From an optimization exercise on the open Yosys and OpenROAD flow, aimed at small area, a short achievable clock period and few clock cycles per item; shortcuts taken in it are not production practice. At most, simulation tests tie the RTL to the original design; equivalence was not proved. Power and IR drop assume default switching activity.

==> flow/design.v <==
module hft_div #(
    parameter SW = 30
)(
    input  wire          clk,
    input  wire          rst_n,
    input  wire          full,       
    input  wire          full_nx,    
    input  wire          in_v,
    input  wire [31:0]   num,
    input  wire [26:0]   den,
    input  wire [SW-1:0] side_in,
    output wire          adv,        
    output reg           rdy,        
    output wire          out_v,      
    output wire [6:0]    quotient,
    output wire [SW-1:0] side_out
);
    reg [26:0]   r  [0:5];
    reg [26:0]   d  [0:5];
    reg [6:0]    nq [0:6];    
    reg [SW-1:0] sd [0:6];
    reg [6:0]    v;           
    reg [6:0]    p;           
    reg [2:0]    wt;          
    wire rot = (wt != 3'd0) | (v[6] & full);
    assign adv      = ~rot;
    assign out_v    = v[6] & ~rot;
    assign quotient = nq[6];
    assign side_out = sd[6];
    integer k;
    reg [26:0] ri, di;
    reg [6:0]  ni;
    reg [28:0] t;
    wire [2:0] wt_nx = (wt != 3'd0) ? wt - 3'd1 : ((v[6] & full) ? 3'd6 : 3'd0);
    always @(posedge clk) begin
        if (!rst_n) begin
            v   <= 0;
            wt  <= 0;
            rdy <= 1'b1;
        end else begin
            v   <= {v[5:0], rot ? v[6] : in_v};
            wt  <= wt_nx;
            rdy <= ~((wt_nx != 3'd0) | (v[5] & full_nx));
        end
    end
    always @(posedge clk) begin
        p <= {p[5:0], rot};
        for (k = 0; k < 7; k = k + 1) begin
            if (k == 0) begin
                ri = {2'b0, num[31:7]};
                di = den;
                ni = num[6:0];
            end else begin
                ri = r[k-1];
                di = d[k-1];
                ni = nq[k-1];
            end
            t = {1'b0, ri, ni[6]} - {2'b0, di};
            if (k < 6) begin
                r[k] <= t[28] ? {ri[25:0], ni[6]} : t[26:0];
                d[k] <= di;
            end
            if (k == 0) begin
                nq[0] <= rot ? {nq[6][5:0], nq[6][6]} : {ni[5:0], ~t[28]};
                sd[0] <= rot ? sd[6] : side_in;
            end else begin
                nq[k] <= {ni[5:0], p[k-1] ? ni[6] : ~t[28]};
                sd[k] <= sd[k-1];
            end
        end
    end
endmodule
module hft #(
    parameter N_SHORT = 12,
    parameter N_LONG  = 26,
    parameter N_RSI = 14
)(
    input  wire        s_aclk,
    input  wire        s_aresetn,
    input  wire        s_axis_tvalid,
    input  wire        m_axis_tready,
    input  wire        s_axis_tlast,
    input  wire [31:0] s_axis_tdata,
    output wire        s_axis_tready,
    output wire        m_axis_tvalid,
    output wire        m_axis_tlast,
    output wire [31:0] m_axis_macd_tdata,
    output wire [31:0] m_axis_rsi_tdata
);
    integer i;
    reg        ov, kv;
    reg [27:0] o_macd, k_macd;
    reg [6:0]  o_rsi, k_rsi;
    reg        o_last, k_last;
    wire adv;                        
    wire rdy;                        
    assign s_axis_tready = rdy;
    reg        v0, t0;
    reg [31:0] x0;
    always @(posedge s_aclk) begin
        if (!s_aresetn) v0 <= 0;
        else if (adv)   v0 <= s_axis_tvalid;
        if (adv) begin
            x0 <= s_axis_tdata;
            t0 <= s_axis_tlast;
        end
    end
    reg [31:0] w [0:N_LONG-1];
    reg [4:0]  cnt;                  
    reg        f1, f12, f14, f26;    
    reg        v1, t1, pnz1;
    reg [32:0] d1, e12, e26, so1;
    reg [32:0] sl [0:N_RSI-1];
    wire [31:0] prev  = f1  ? w[0]  : 32'd0;
    wire [31:0] old12 = f12 ? w[N_SHORT-1] : 32'd0;
    wire [31:0] old26 = f26 ? w[N_LONG-1]  : 32'd0;
    wire        go1   = adv & v0;
    wire [4:0]  cnt_n = (cnt == 5'd26) ? cnt : cnt + 5'd1;
    always @(posedge s_aclk) begin
        if (go1) begin
            w[0] <= x0;
            for (i = 1; i < N_LONG; i = i + 1) w[i] <= w[i-1];
        end
        if (adv) begin
            d1   <= {1'b0, x0} - {1'b0, prev};
            e12  <= {1'b0, x0} - {1'b0, old12};
            e26  <= {1'b0, x0} - {1'b0, old26};
            pnz1 <= |prev;
            so1  <= f14 ? (v1 ? sl[N_RSI-2] : sl[N_RSI-1]) : 33'd0;
            t1   <= t0;
        end
    end
    always @(posedge s_aclk) begin
        if (!s_aresetn) begin
            cnt <= 0; f1 <= 0; f12 <= 0; f14 <= 0; f26 <= 0; v1 <= 0;
        end else begin
            if (adv) v1 <= v0;
            if (go1) begin
                cnt <= cnt_n;
                f1  <= 1'b1;
                f12 <= cnt_n >= 5'd12;
                f14 <= cnt_n >= 5'd14;
                f26 <= cnt_n >= 5'd26;
            end
        end
    end
    reg [35:0] s12;
    reg [36:0] s26;
    reg        v2, t2, pnz2;
    reg [32:0] gd2, ld2;
    wire        go2  = adv & v1;
    wire [32:0] g_new = d1[32]  ? 33'd0 : {1'b0, d1[31:0]};
    wire [32:0] g_old = so1[32] ? 33'd0 : {1'b0, so1[31:0]};
    wire [32:0] m_new = d1[32]  ? d1  : 33'd0;    
    wire [32:0] m_old = so1[32] ? so1 : 33'd0;
    always @(posedge s_aclk) begin
        if (go2) begin
            sl[0] <= pnz1 ? d1 : so1;
            for (i = 1; i < N_RSI; i = i + 1) sl[i] <= sl[i-1];
        end
        if (adv) begin
            gd2 <= g_new - g_old;       
            pnz2 <= pnz1;
            ld2 <= m_old - m_new;       
            t2  <= t1;
        end
    end
    always @(posedge s_aclk) begin
        if (!s_aresetn) begin
            s12 <= 0; s26 <= 0; v2 <= 0;
        end else begin
            if (adv) v2 <= v1;
            if (go2) begin
                s12 <= s12 + {{3{e12[32]}}, e12};
                s26 <= s26 + {{4{e26[32]}}, e26};
            end
        end
    end
    reg [35:0] gs, ls;
    reg [36:0] p3, q3;
    reg        v3, t3;
    wire       go3 = adv & v2 & pnz2;
    always @(posedge s_aclk) begin
        if (!s_aresetn) begin
            gs <= 0; ls <= 0; v3 <= 0;
        end else begin
            if (adv) v3 <= v2;
            if (go3) begin
                gs <= gs + {{3{gd2[32]}}, gd2};
                ls <= ls + {{3{ld2[32]}}, ld2};
            end
        end
        if (adv) begin
            p3 <= {1'b0, s12} + ({1'b0, s12} << 2);
            q3 <= s26 + (s26 << 1);
            t3 <= t2;
        end
    end
    reg        v4, t4;
    reg [25:0] ag4, al4;
    reg [26:0] ah4, bh4;
    wire [35:0] ag_full = (gs << 6) + (gs << 3) + gs;    
    wire [35:0] al_full = (ls << 6) + (ls << 3) + ls;
    wire [36:0] a_full  = p3 + (p3 << 4);                
    wire [36:0] b_full  = q3 + (q3 << 2) + (q3 << 3);    
    always @(posedge s_aclk) begin
        if (!s_aresetn) v4 <= 0;
        else if (adv)   v4 <= v3;
        if (adv) begin
            ag4 <= ag_full[35:10];
            al4 <= al_full[35:10];
            ah4 <= a_full[36:10];
            bh4 <= b_full[36:10];
            t4  <= t3;
        end
    end
    reg        v5, t5, lz5;
    reg [31:0] num5;
    reg [26:0] den5;
    reg [27:0] macd5;
    wire [31:0] ag4w = {6'd0, ag4};
    wire [31:0] num_full = (ag4w << 6) + (ag4w << 5) + (ag4w << 2);
    always @(posedge s_aclk) begin
        if (!s_aresetn) v5 <= 0;
        else if (adv)   v5 <= v4;
        if (adv) begin
            num5  <= num_full;
            den5  <= {1'b0, ag4} + {1'b0, al4};
            lz5   <= ~|al4;
            macd5 <= {1'b0, ah4} - {1'b0, bh4};
            t5    <= t4;
        end
    end
    wire        vq;
    wire        kv_nx = ~(~ov | m_axis_tready) & (kv | vq);    
    wire [6:0]  q;
    wire [29:0] side;
    hft_div #(.SW(30)) u_div (
        .clk      (s_aclk),
        .rst_n    (s_aresetn),
        .full     (kv),
        .full_nx  (kv_nx),
        .in_v     (v5),
        .num      (num5),
        .den      (den5),
        .side_in  ({lz5, t5, macd5}),
        .adv      (adv),
        .rdy      (rdy),
        .out_v    (vq),
        .quotient (q),
        .side_out (side)
    );
    wire [6:0]  rsi_n  = side[29] ? 7'd100 : q;
    wire [27:0] macd_n = side[27:0];
    wire        last_n = side[28];
    wire push   = vq;
    wire o_load = ~ov | m_axis_tready;
    always @(posedge s_aclk) begin
        if (!s_aresetn) begin
            ov <= 0; kv <= 0;
        end else begin
            if (o_load) begin
                ov  <= kv | push;
                kv  <= 1'b0;
            end else if (push) begin
                kv  <= 1'b1;
            end
        end
        if (o_load) begin
            o_macd <= kv ? k_macd : macd_n;
            o_rsi  <= kv ? k_rsi  : rsi_n;
            o_last <= kv ? k_last : last_n;
        end
        if (!kv) begin
            k_macd <= macd_n;
            k_rsi  <= rsi_n;
            k_last <= last_n;
        end
    end
    assign m_axis_tvalid     = ov;
    assign m_axis_tlast      = o_last;
    assign m_axis_macd_tdata = {{4{o_macd[27]}}, o_macd};
    assign m_axis_rsi_tdata  = {25'd0, o_rsi};
endmodule
Settings: LEC_CHECK=0, CAP_MARGIN=20, CORE_MARGIN=2, CORE_UTILIZATION=55, CTS_BUF_LIST=sky130_fd_sc_hd__clkbuf_8 sky130_fd_sc_hd__clkbuf_16, CTS_CLUSTER_DIAMETER=80, CTS_CLUSTER_SIZE=30, SETUP_SLACK_MARGIN=4.8, SLEW_MARGIN=20, TNS_END_PERCENT=5; clock period 8.0 ns.
run.sh (not shown) runs the stock make flow with config.mk's settings and CLKGATE_MAP_FILE= SYNTH_SCRIPT=/design/flow/synth_recipe.tcl, a recipe that flattens the netlist after the stock synthesis.
The starting point completed without violations.
Next try:
--- a/flow/design.v
+++ b/flow/design.v
@@ -3,15 +3,13 @@
 )(
     input  wire          clk,
     input  wire          rst_n,
     input  wire          full,       
-    input  wire          full_nx,    
     input  wire          in_v,
     input  wire [31:0]   num,
     input  wire [26:0]   den,
     input  wire [SW-1:0] side_in,
     output wire          adv,        
-    output reg           rdy,        
     output wire          out_v,      
     output wire [6:0]    quotient,
     output wire [SW-1:0] side_out
 );
@@ -30,18 +28,16 @@
     integer k;
     reg [26:0] ri, di;
     reg [6:0]  ni;
     reg [28:0] t;
-    wire [2:0] wt_nx = (wt != 3'd0) ? wt - 3'd1 : ((v[6] & full) ? 3'd6 : 3'd0);
     always @(posedge clk) begin
         if (!rst_n) begin
-            v   <= 0;
-            wt  <= 0;
-            rdy <= 1'b1;
-        end else begin
-            v   <= {v[5:0], rot ? v[6] : in_v};
-            wt  <= wt_nx;
-            rdy <= ~((wt_nx != 3'd0) | (v[5] & full_nx));
+            v  <= 0;
+            wt <= 0;
+        end else begin
+            v <= {v[5:0], rot ? v[6] : in_v};
+            if (wt != 3'd0)          wt <= wt - 3'd1;
+            else if (v[6] & full)    wt <= 3'd6;
         end
     end
     always @(posedge clk) begin
         p <= {p[5:0], rot};
@@ -92,10 +88,9 @@
     reg [27:0] o_macd, k_macd;
     reg [6:0]  o_rsi, k_rsi;
     reg        o_last, k_last;
     wire adv;                        
-    wire rdy;                        
-    assign s_axis_tready = rdy;
+    assign s_axis_tready = adv;
     reg        v0, t0;
     reg [31:0] x0;
     always @(posedge s_aclk) begin
         if (!s_aresetn) v0 <= 0;
@@ -231,22 +226,19 @@
             t5    <= t4;
         end
     end
     wire        vq;
-    wire        kv_nx = ~(~ov | m_axis_tready) & (kv | vq);    
     wire [6:0]  q;
     wire [29:0] side;
     hft_div #(.SW(30)) u_div (
         .clk      (s_aclk),
         .rst_n    (s_aresetn),
         .full     (kv),
-        .full_nx  (kv_nx),
         .in_v     (v5),
         .num      (num5),
         .den      (den5),
         .side_in  ({lz5, t5, macd5}),
         .adv      (adv),
-        .rdy      (rdy),
         .out_v    (vq),
         .quotient (q),
         .side_out (side)
     );
Die area climbs by 1.5%.
Register-to-register slack improves by 0.27 ns.
Core utilization climbs by 0.41 points.
Worst hold slack degrades by 0.020 ns.
Final area climbs by 2.0%.
Setup slack improves by 0.27 ns.
Total power climbs by 1.9%.
Sequential power drops by about 3%.
Synthesized cell count climbs by 3.7%.
Final cell count climbs by 2.8%.
First-iteration DRC count drops by 2.3%.
Synthesized area climbs by 1.5%.
Critical path depth drops by 5.
Testbench counts after the change, summed over its fixed seeds: cycles 2,160, items 2,048.
Function not checked in the first run of this note: the RTL went through the layout flow alone.

-- afterwards: timing with drivers on the ports --
The results above use ideal ports. As a check the final layouts listed here were re-extracted and re-timed, cells and wires unchanged. Step 1 sets driving cells, clkbuf_16 on the clock port and buf_2 on the other inputs (assumed; they add their load-dependent delay and slew). Step 2, shift: input delay + t, output delay - t, t = (earliest + latest rising clock arrival at the registers) / 2. This alone moves slack from input paths to output paths. a / b / c = ideal ports / drivers / drivers and shift; a / b = the first two.
| run | t, ns | setup WS [ns] | worst data-port slew with drivers (ns) | cell pins on the clock port's net |
|---|---|---|---|---|
| the first run | 0.910 | 4.151 / 4.151 / 3.900 | 0.06 | 1 |
| the second run | 0.913 | 4.417 / 4.347 / 4.110 | 0.04 | 1 |
After both steps every run listed still meets setup and hold. For the second run, which loses most, drivers alone change the setup slack by -0.070 ns; drivers and shift together by -0.307 ns.
